From an optimization exercise on the open Yosys and OpenROAD flow, aimed at small area; shortcuts taken in it are not production practice. Only simulation tests tie the RTL to the original design; equivalence was not proved. The flow treats the clock pin as an ideal source, which a real chip does not have. Power figures rest on the tool's default switching activity, not on a simulated workload.

==> run X <==
Design top, start of the top module:
module top (
    input logic clk,
    input logic rst_n,
    input logic [15:0] dvsr,
    input logic Rx_din,
    input logic rd_uart,
    input logic wr_uart,
    input logic [7:0] wr_data,
    output logic [7:0] rd_data,
    output logic Tx_dout,
    output logic Rx_full,
    output logic Rx_empty,
    output logic Tx_full,
    output logic parity_error,
    output logic framing_error
);
==> module FIFO_drain, before the edit <==
module FIFO_drain (
    input logic clk,
    input logic rst_n,
    input logic wr_en,
    input logic rd_en,
    input logic [7:0] wr_data,
    input logic [2:0] rd_bit,
    output logic head_bit,
    output logic full,
    output logic empty
);
    logic [7:0] mem [0:7];
    logic [7:0] valid;
    logic [7:0] moves;
    logic wr;
    assign full = &valid;
    assign empty = !(|valid);
    assign wr = wr_en & !full;
    assign head_bit = mem[0][rd_bit];
    always_comb begin
        moves[0] = rd_en & valid[0];
        for (int i = 1; i < 8; i++) begin
            moves[i] = valid[i] & (!valid[i - 1] | moves[i - 1]);
        end
    end
    always_ff @(posedge clk or negedge rst_n) begin
        if (!rst_n) begin
            valid <= 8'd0;
        end
        else begin
            for (int i = 0; i < 7; i++) begin
                valid[i] <= (valid[i] & !moves[i]) | moves[i + 1];
            end
            valid[7] <= (valid[7] & !moves[7]) | wr;
        end
    end
    always_ff @(posedge clk) begin
        for (int i = 0; i < 7; i++) begin
            if (moves[i + 1]) begin
                mem[i] <= mem[i + 1];
            end
        end
        if (wr) begin
            mem[7] <= wr_data;
        end
    end
endmodule
==> module top, before the edit <==
module top (
    input logic clk,
    input logic rst_n,
    input logic [15:0] dvsr,
    input logic Rx_din,
    input logic rd_uart,
    input logic wr_uart,
    input logic [7:0] wr_data,
    output logic [7:0] rd_data,
    output logic Tx_dout,
    output logic Rx_full,
    output logic Rx_empty,
    output logic Tx_full,
    output logic parity_error,
    output logic framing_error
);
    logic [7:0] Rx_dout;
    logic Rx_done;
    logic [7:0] Rx_head;
    logic Rx_head_bit;
    logic Tx_empty;
    logic Tx_done;
    logic Tx_bit;
    logic [2:0] Tx_bit_no;
    Rx Rx_inst (
        .clk(clk),
        .rst_n(rst_n),
        .dvsr(dvsr[10:0]),
        .Rx_din(Rx_din),
        .Rx_dout(Rx_dout),
        .Rx_done(Rx_done),
        .parity_error(parity_error),
        .framing_error(framing_error)
    );
    FIFO Rx_fifo_inst (
        .clk(clk),
        .rst_n(rst_n),
        .wr_en(Rx_done),
        .rd_en(rd_uart),
        .wr_data(Rx_dout),
        .rd_bit(3'd0),
        .head(Rx_head),
        .head_bit(Rx_head_bit),
        .full(Rx_full),
        .empty(Rx_empty)
    );
    always_ff @(posedge clk or negedge rst_n) begin
        if (!rst_n) begin
            rd_data <= 8'd0;
        end
        else if (rd_uart & !Rx_empty) begin
            rd_data <= Rx_head;
        end
    end
    Tx Tx_inst (
        .clk(clk),
        .rst_n(rst_n),
        .dvsr(dvsr[10:0]),
        .Tx_empty(Tx_empty),
        .Tx_bit(Tx_bit),
        .Tx_bit_no(Tx_bit_no),
        .Tx_dout(Tx_dout),
        .Tx_done(Tx_done)
    );
    FIFO_drain Tx_fifo_inst (
        .clk(clk),
        .rst_n(rst_n),
        .wr_en(wr_uart),
        .rd_en(Tx_done),
        .wr_data(wr_data),
        .rd_bit(Tx_bit_no),
        .head_bit(Tx_bit),
        .full(Tx_full),
        .empty(Tx_empty)
    );
endmodule
==> flow/config.mk <==
export PLATFORM = sky130hd
export DESIGN_NAME = top
export DESIGN_NICKNAME = top
export VERILOG_FILES = /design/flow/design.v
export SDC_FILE = /design/flow/constraint.sdc
export NUM_CORES = 4
export LEC_CHECK = 0
export CAP_MARGIN = 20
export CORE_MARGIN = 2
export CORE_UTILIZATION = 70
export PLACE_DENSITY = 0.85
export SLEW_MARGIN = 20
==> flow/constraint.sdc <==
create_clock -name core_clock -period 10.0 [get_ports {clk}]
set_input_delay 2.0000 -clock core_clock [delete_from_list [all_inputs] [get_ports {clk}]]
set_output_delay 2.0000 -clock core_clock [all_outputs]
set_load 0.01 [all_outputs]
standard.sh (not shown) runs the stock make flow with config.mk's settings and CLKGATE_MAP_FILE= SYNTH_SCRIPT=/design/flow/synth_recipe.tcl, a recipe that flattens the netlist after the stock synthesis.
==> flow/flow/run.sh <==
#!/bin/bash
# The standard layout with these changes:
#  - synthesis maps all logic, adders included, with an area-oriented ABC script
#    (flow/abc_map.script) instead of ORFS's adder cells and speed script; everything
#    else in synthesis, and so every register, is as in the standard synthesis
#  - port buffers are buf_1
#  - the clock tree is built from clkbuf_4 without dummy loads, then buffers whose
#    sinks see a slow edge are upsized (flow/clk_fix.tcl)
# Each tool's output goes to synth.log / standard.log here and to ORFS's own logs
# under orfs/logs.
set -e
rm -rf scripts_area
cp -r "$FLOW_HOME/scripts" scripts_area
cp flow/abc_map.script scripts_area/abc_speed.script
SCRIPTS_DIR=$PWD/scripts_area bash standard.sh ADDER_MAP_FILE= synth > synth.log 2>&1
export BUFFER_PORTS_ARGS="-buffer_cell sky130_fd_sc_hd__buf_1"
export CTS_ARGS="-sink_clustering_enable -repair_clock_nets -dont_use_dummy_load -buf_list sky130_fd_sc_hd__clkbuf_4"
export POST_CTS_TCL=$PWD/flow/clk_fix.tcl
bash standard.sh > standard.log 2>&1
==> flow/flow/clk_fix.tcl <==
set clk_slew_target 0.105
set next_size {sky130_fd_sc_hd__clkbuf_1 sky130_fd_sc_hd__clkbuf_2
               sky130_fd_sc_hd__clkbuf_2 sky130_fd_sc_hd__clkbuf_4
               sky130_fd_sc_hd__clkbuf_4 sky130_fd_sc_hd__clkbuf_8
               sky130_fd_sc_hd__clkbuf_8 sky130_fd_sc_hd__clkbuf_16}
set lib_cells {}
foreach {from to} $next_size { dict set lib_cells $from $to }

proc pin_slew { pin } {
  return [expr max([get_property $pin slew_max_rise], [get_property $pin slew_max_fall])]
}

set_propagated_clock [all_clocks]
for {set iter 0} {$iter < 40} {incr iter} {
  estimate_parasitics -placement
  set worst 0
  set worst_drv ""
  foreach inst [get_cells clkbuf_*] {
    set m [get_property $inst ref_name]
    if {![dict exists $lib_cells $m]} { continue }
    set out [get_pins -of_objects $inst -filter "direction==output"]
    set net [get_nets -of_objects $out]
    foreach p [get_pins -of_objects $net -filter "direction==input"] {
      set s [pin_slew $p]
      if {$s > $worst} { set worst $s; set worst_drv $inst }
    }
  }
  puts "clk_fix: iteration $iter worst sink slew [format %.1f [expr $worst * 1000]] ps at [get_full_name $worst_drv]"
  if {$worst <= $clk_slew_target || $worst_drv eq ""} { break }
  # upsize the driver, or the buffer feeding it when the driver's own input is slow
  set drv $worst_drv
  set in [get_pins -of_objects $drv -filter "direction==input"]
  set innet [get_nets -of_objects $in]
  set up [lindex [get_pins -of_objects $innet -filter "direction==output"] 0]
  if {$up ne "" && [pin_slew $in] > $clk_slew_target} {
    set updrv [get_cells -of_objects $up]
    if {[dict exists $lib_cells [get_property $updrv ref_name]]} { set drv $updrv }
  }
  set m [get_property $drv ref_name]
  puts "clk_fix: [get_full_name $drv] $m -> [dict get $lib_cells $m]"
  replace_cell $drv [dict get $lib_cells $m]
}
detailed_placement
check_placement -verbose
Other scripts of this flow, unchanged in this note and not shown: flow/flow/abc_map.script
==> run E (differences from run X) <==
--- a/flow/design.v
+++ b/flow/design.v
@@ -193,53 +193,6 @@
             for (int i = 1; i < 8; i++) begin
                 mem[i] <= mem[i - 1];
             end
-        end
-    end
-endmodule
-module FIFO_drain (
-    input logic clk,
-    input logic rst_n,
-    input logic wr_en,
-    input logic rd_en,
-    input logic [7:0] wr_data,
-    input logic [2:0] rd_bit,
-    output logic head_bit,
-    output logic full,
-    output logic empty
-);
-    logic [7:0] mem [0:7];
-    logic [7:0] valid;
-    logic [7:0] moves;
-    logic wr;
-    assign full = &valid;
-    assign empty = !(|valid);
-    assign wr = wr_en & !full;
-    assign head_bit = mem[0][rd_bit];
-    always_comb begin
-        moves[0] = rd_en & valid[0];
-        for (int i = 1; i < 8; i++) begin
-            moves[i] = valid[i] & (!valid[i - 1] | moves[i - 1]);
-        end
-    end
-    always_ff @(posedge clk or negedge rst_n) begin
-        if (!rst_n) begin
-            valid <= 8'd0;
-        end
-        else begin
-            for (int i = 0; i < 7; i++) begin
-                valid[i] <= (valid[i] & !moves[i]) | moves[i + 1];
-            end
-            valid[7] <= (valid[7] & !moves[7]) | wr;
-        end
-    end
-    always_ff @(posedge clk) begin
-        for (int i = 0; i < 7; i++) begin
-            if (moves[i + 1]) begin
-                mem[i] <= mem[i + 1];
-            end
-        end
-        if (wr) begin
-            mem[7] <= wr_data;
         end
     end
 endmodule
@@ -267,6 +220,7 @@
     logic Tx_done;
     logic Tx_bit;
     logic [2:0] Tx_bit_no;
+    logic [7:0] Tx_head;
     Rx Rx_inst (
         .clk(clk),
         .rst_n(rst_n),
@@ -307,13 +261,14 @@
         .Tx_dout(Tx_dout),
         .Tx_done(Tx_done)
     );
-    FIFO_drain Tx_fifo_inst (
+    FIFO Tx_fifo_inst (
         .clk(clk),
         .rst_n(rst_n),
         .wr_en(wr_uart),
         .rd_en(Tx_done),
         .wr_data(wr_data),
         .rd_bit(Tx_bit_no),
+        .head(Tx_head),
         .head_bit(Tx_bit),
         .full(Tx_full),
         .empty(Tx_empty)
--- a/flow/flow/run.sh
+++ b/flow/flow/run.sh
@@ -6,8 +6,6 @@
 #  - port buffers are buf_1
 #  - the clock tree is built from clkbuf_4 without dummy loads, then buffers whose
 #    sinks see a slow edge are upsized (flow/clk_fix.tcl)
-# Each tool's output goes to synth.log / standard.log here and to ORFS's own logs
-# under orfs/logs.
 set -e
 rm -rf scripts_area
 cp -r "$FLOW_HOME/scripts" scripts_area
CORE_UTILIZATION = 78   (was 70)
PLACE_DENSITY = 0.92   (was 0.85)
==> run P (differences from run X) <==
CORE_UTILIZATION = 78   (was 70)
PLACE_DENSITY = 0.92   (was 0.85)
==> run A (differences from run X) <==
--- a/flow/design.v
+++ b/flow/design.v
@@ -193,53 +193,6 @@
             for (int i = 1; i < 8; i++) begin
                 mem[i] <= mem[i - 1];
             end
-        end
-    end
-endmodule
-module FIFO_drain (
-    input logic clk,
-    input logic rst_n,
-    input logic wr_en,
-    input logic rd_en,
-    input logic [7:0] wr_data,
-    input logic [2:0] rd_bit,
-    output logic head_bit,
-    output logic full,
-    output logic empty
-);
-    logic [7:0] mem [0:7];
-    logic [7:0] valid;
-    logic [7:0] moves;
-    logic wr;
-    assign full = &valid;
-    assign empty = !(|valid);
-    assign wr = wr_en & !full;
-    assign head_bit = mem[0][rd_bit];
-    always_comb begin
-        moves[0] = rd_en & valid[0];
-        for (int i = 1; i < 8; i++) begin
-            moves[i] = valid[i] & (!valid[i - 1] | moves[i - 1]);
-        end
-    end
-    always_ff @(posedge clk or negedge rst_n) begin
-        if (!rst_n) begin
-            valid <= 8'd0;
-        end
-        else begin
-            for (int i = 0; i < 7; i++) begin
-                valid[i] <= (valid[i] & !moves[i]) | moves[i + 1];
-            end
-            valid[7] <= (valid[7] & !moves[7]) | wr;
-        end
-    end
-    always_ff @(posedge clk) begin
-        for (int i = 0; i < 7; i++) begin
-            if (moves[i + 1]) begin
-                mem[i] <= mem[i + 1];
-            end
-        end
-        if (wr) begin
-            mem[7] <= wr_data;
         end
     end
 endmodule
@@ -267,6 +220,7 @@
     logic Tx_done;
     logic Tx_bit;
     logic [2:0] Tx_bit_no;
+    logic [7:0] Tx_head;
     Rx Rx_inst (
         .clk(clk),
         .rst_n(rst_n),
@@ -307,13 +261,14 @@
         .Tx_dout(Tx_dout),
         .Tx_done(Tx_done)
     );
-    FIFO_drain Tx_fifo_inst (
+    FIFO Tx_fifo_inst (
         .clk(clk),
         .rst_n(rst_n),
         .wr_en(wr_uart),
         .rd_en(Tx_done),
         .wr_data(wr_data),
         .rd_bit(Tx_bit_no),
+        .head(Tx_head),
         .head_bit(Tx_bit),
         .full(Tx_full),
         .empty(Tx_empty)
--- a/flow/flow/run.sh
+++ b/flow/flow/run.sh
@@ -6,8 +6,6 @@
 #  - port buffers are buf_1
 #  - the clock tree is built from clkbuf_4 without dummy loads, then buffers whose
 #    sinks see a slow edge are upsized (flow/clk_fix.tcl)
-# Each tool's output goes to synth.log / standard.log here and to ORFS's own logs
-# under orfs/logs.
 set -e
 rm -rf scripts_area
 cp -r "$FLOW_HOME/scripts" scripts_area
--- a/flow/flow/clk_fix.tcl
+++ b/flow/flow/clk_fix.tcl
@@ -1,4 +1,4 @@
-set clk_slew_target 0.105
+set clk_slew_target 0.110
 set next_size {sky130_fd_sc_hd__clkbuf_1 sky130_fd_sc_hd__clkbuf_2
                sky130_fd_sc_hd__clkbuf_2 sky130_fd_sc_hd__clkbuf_4
                sky130_fd_sc_hd__clkbuf_4 sky130_fd_sc_hd__clkbuf_8
CAP_MARGIN = 0   (was 20)
CORE_UTILIZATION = 85   (was 70)
PLACE_DENSITY = 0.95   (was 0.85)
SLEW_MARGIN = 0   (was 20)
==> run summary <==
Run P produced a clean layout. Run E passed the timing, design-rule and antenna checks. Run X ran to the end with no violations. Run A never finished: it broke off in clock tree synthesis.
The lowest final cell count belongs to run P, the highest to run E.
Against run A, the synthesized cell count of run X is smaller by about 8%.
The lowest sequential share of layout area belongs to run E, the highest to run P.
Via count: run X is lower than run E (about 16%).
Routed wire length, lowest first: run X, run P, run E.
Global-route usage: run E > run P > run X.
Setup slack: run X > run E > run P.
Between run X and run P, the lower worst hold slack is in run P (gap 0.020 ns).
In run E the first-iteration DRC count is higher than in run X, by about 90%.
Clock power, lowest first: run E, run P, run X.
==> figures <==
metric	run X	run E	run P	run A
Via count of the first global-routing pass	3976	4660	4220	-
Drt first-iter violations	242	465	414	-
Area share of and/or/nand/nor cells after synthesis	11.0%	9.64%	11.0%	9.64%
Setup crit start	Rx_fifo_inst.nlast[2]$_DFFE_PN0P_	Rx_fifo_inst.nlast[0]$_DFFE_PN0P_	Rx_fifo_inst.nlast[2]$_DFFE_PN0P_	-
Switch Pwr	465 uW	586 uW	481 uW	-
Critical path depth in cells	3	3	3	-
Worst slack after detailed placement	6.44 ns	6.45 ns	6.16 ns	6.33 ns
Die boundary width	105 um	101 um	99.6 um	97.0 um
Footprint of the flip-flops and latches	5500 um2	5400 um2	5500 um2	-
Final count of hold timing violations	0	0	0	-
Part of the total power dissipated in the clock network	22.3%	19.4%	21.6%	-
Met3 Use GR	6.43%	9.36%	6.61%	-
Type of element launching the critical path	register	register	register	-
Run status	finished clean	finished clean	finished clean	did not finish
Stage where the flow stopped	-	-	-	clock tree synthesis
Setup Viol. Count Final	0	0	0	-
Internal Dissipation	1.23 mW	1.28 mW	1.22 mW	-
Starting density of the core	72.7%	79.9%	81.0%	88.5%
Most Crowded Layer GR	met2	met2	met2	-
Hold slack final	0.424 ns	0.425 ns	0.404 ns	-
Clock-pin slew reported for the worst setup and hold paths after clock tree synthesis	0.09 ns	0.11 ns	0.11 ns	-
Final cell area excluding filler cells	7740 um2	7910 um2	7680 um2	-

## re-timing with driven ports
No port has a modelled driver above. Below, the same layouts with a new extraction and two added sets of constraints. Step 1 (the two cells are an assumption about what drives the block):
set clk [get_ports {clk}]
set_driving_cell -lib_cell sky130_fd_sc_hd__clkbuf_16 $clk
set_driving_cell -lib_cell sky130_fd_sc_hd__buf_2 [delete_from_list [all_inputs] $clk]
Step 2 times the ports against the registers' clock, not the clock port: input delays grow and output delays shrink by t, the midpoint of the rising clock arrivals with the driver on. Three values: ideal ports, drivers, drivers and shift; two values: the first two.
| run | t, ns | setup WS [ns] | hold WS [ns] | worst register clock-pin slew, ns |
|---|---|---|---|---|
| run X | 0.410 | 6.412 / 6.370 / 6.393 | 0.424 / 0.424 / 0.424 | 0.09 / 0.09 |
| run E | 0.410 | 6.373 / 6.332 / 6.418 | 0.425 / 0.425 / 0.425 | 0.11 / 0.11 |
| run P | 0.413 | 6.233 / 6.192 / 6.010 | 0.404 / 0.404 / 0.404 | 0.11 / 0.11 |
After both steps setup and hold are still met in every run listed. For run P, which loses most, drivers alone change the setup slack by -0.041 ns; drivers and shift together by -0.223 ns.
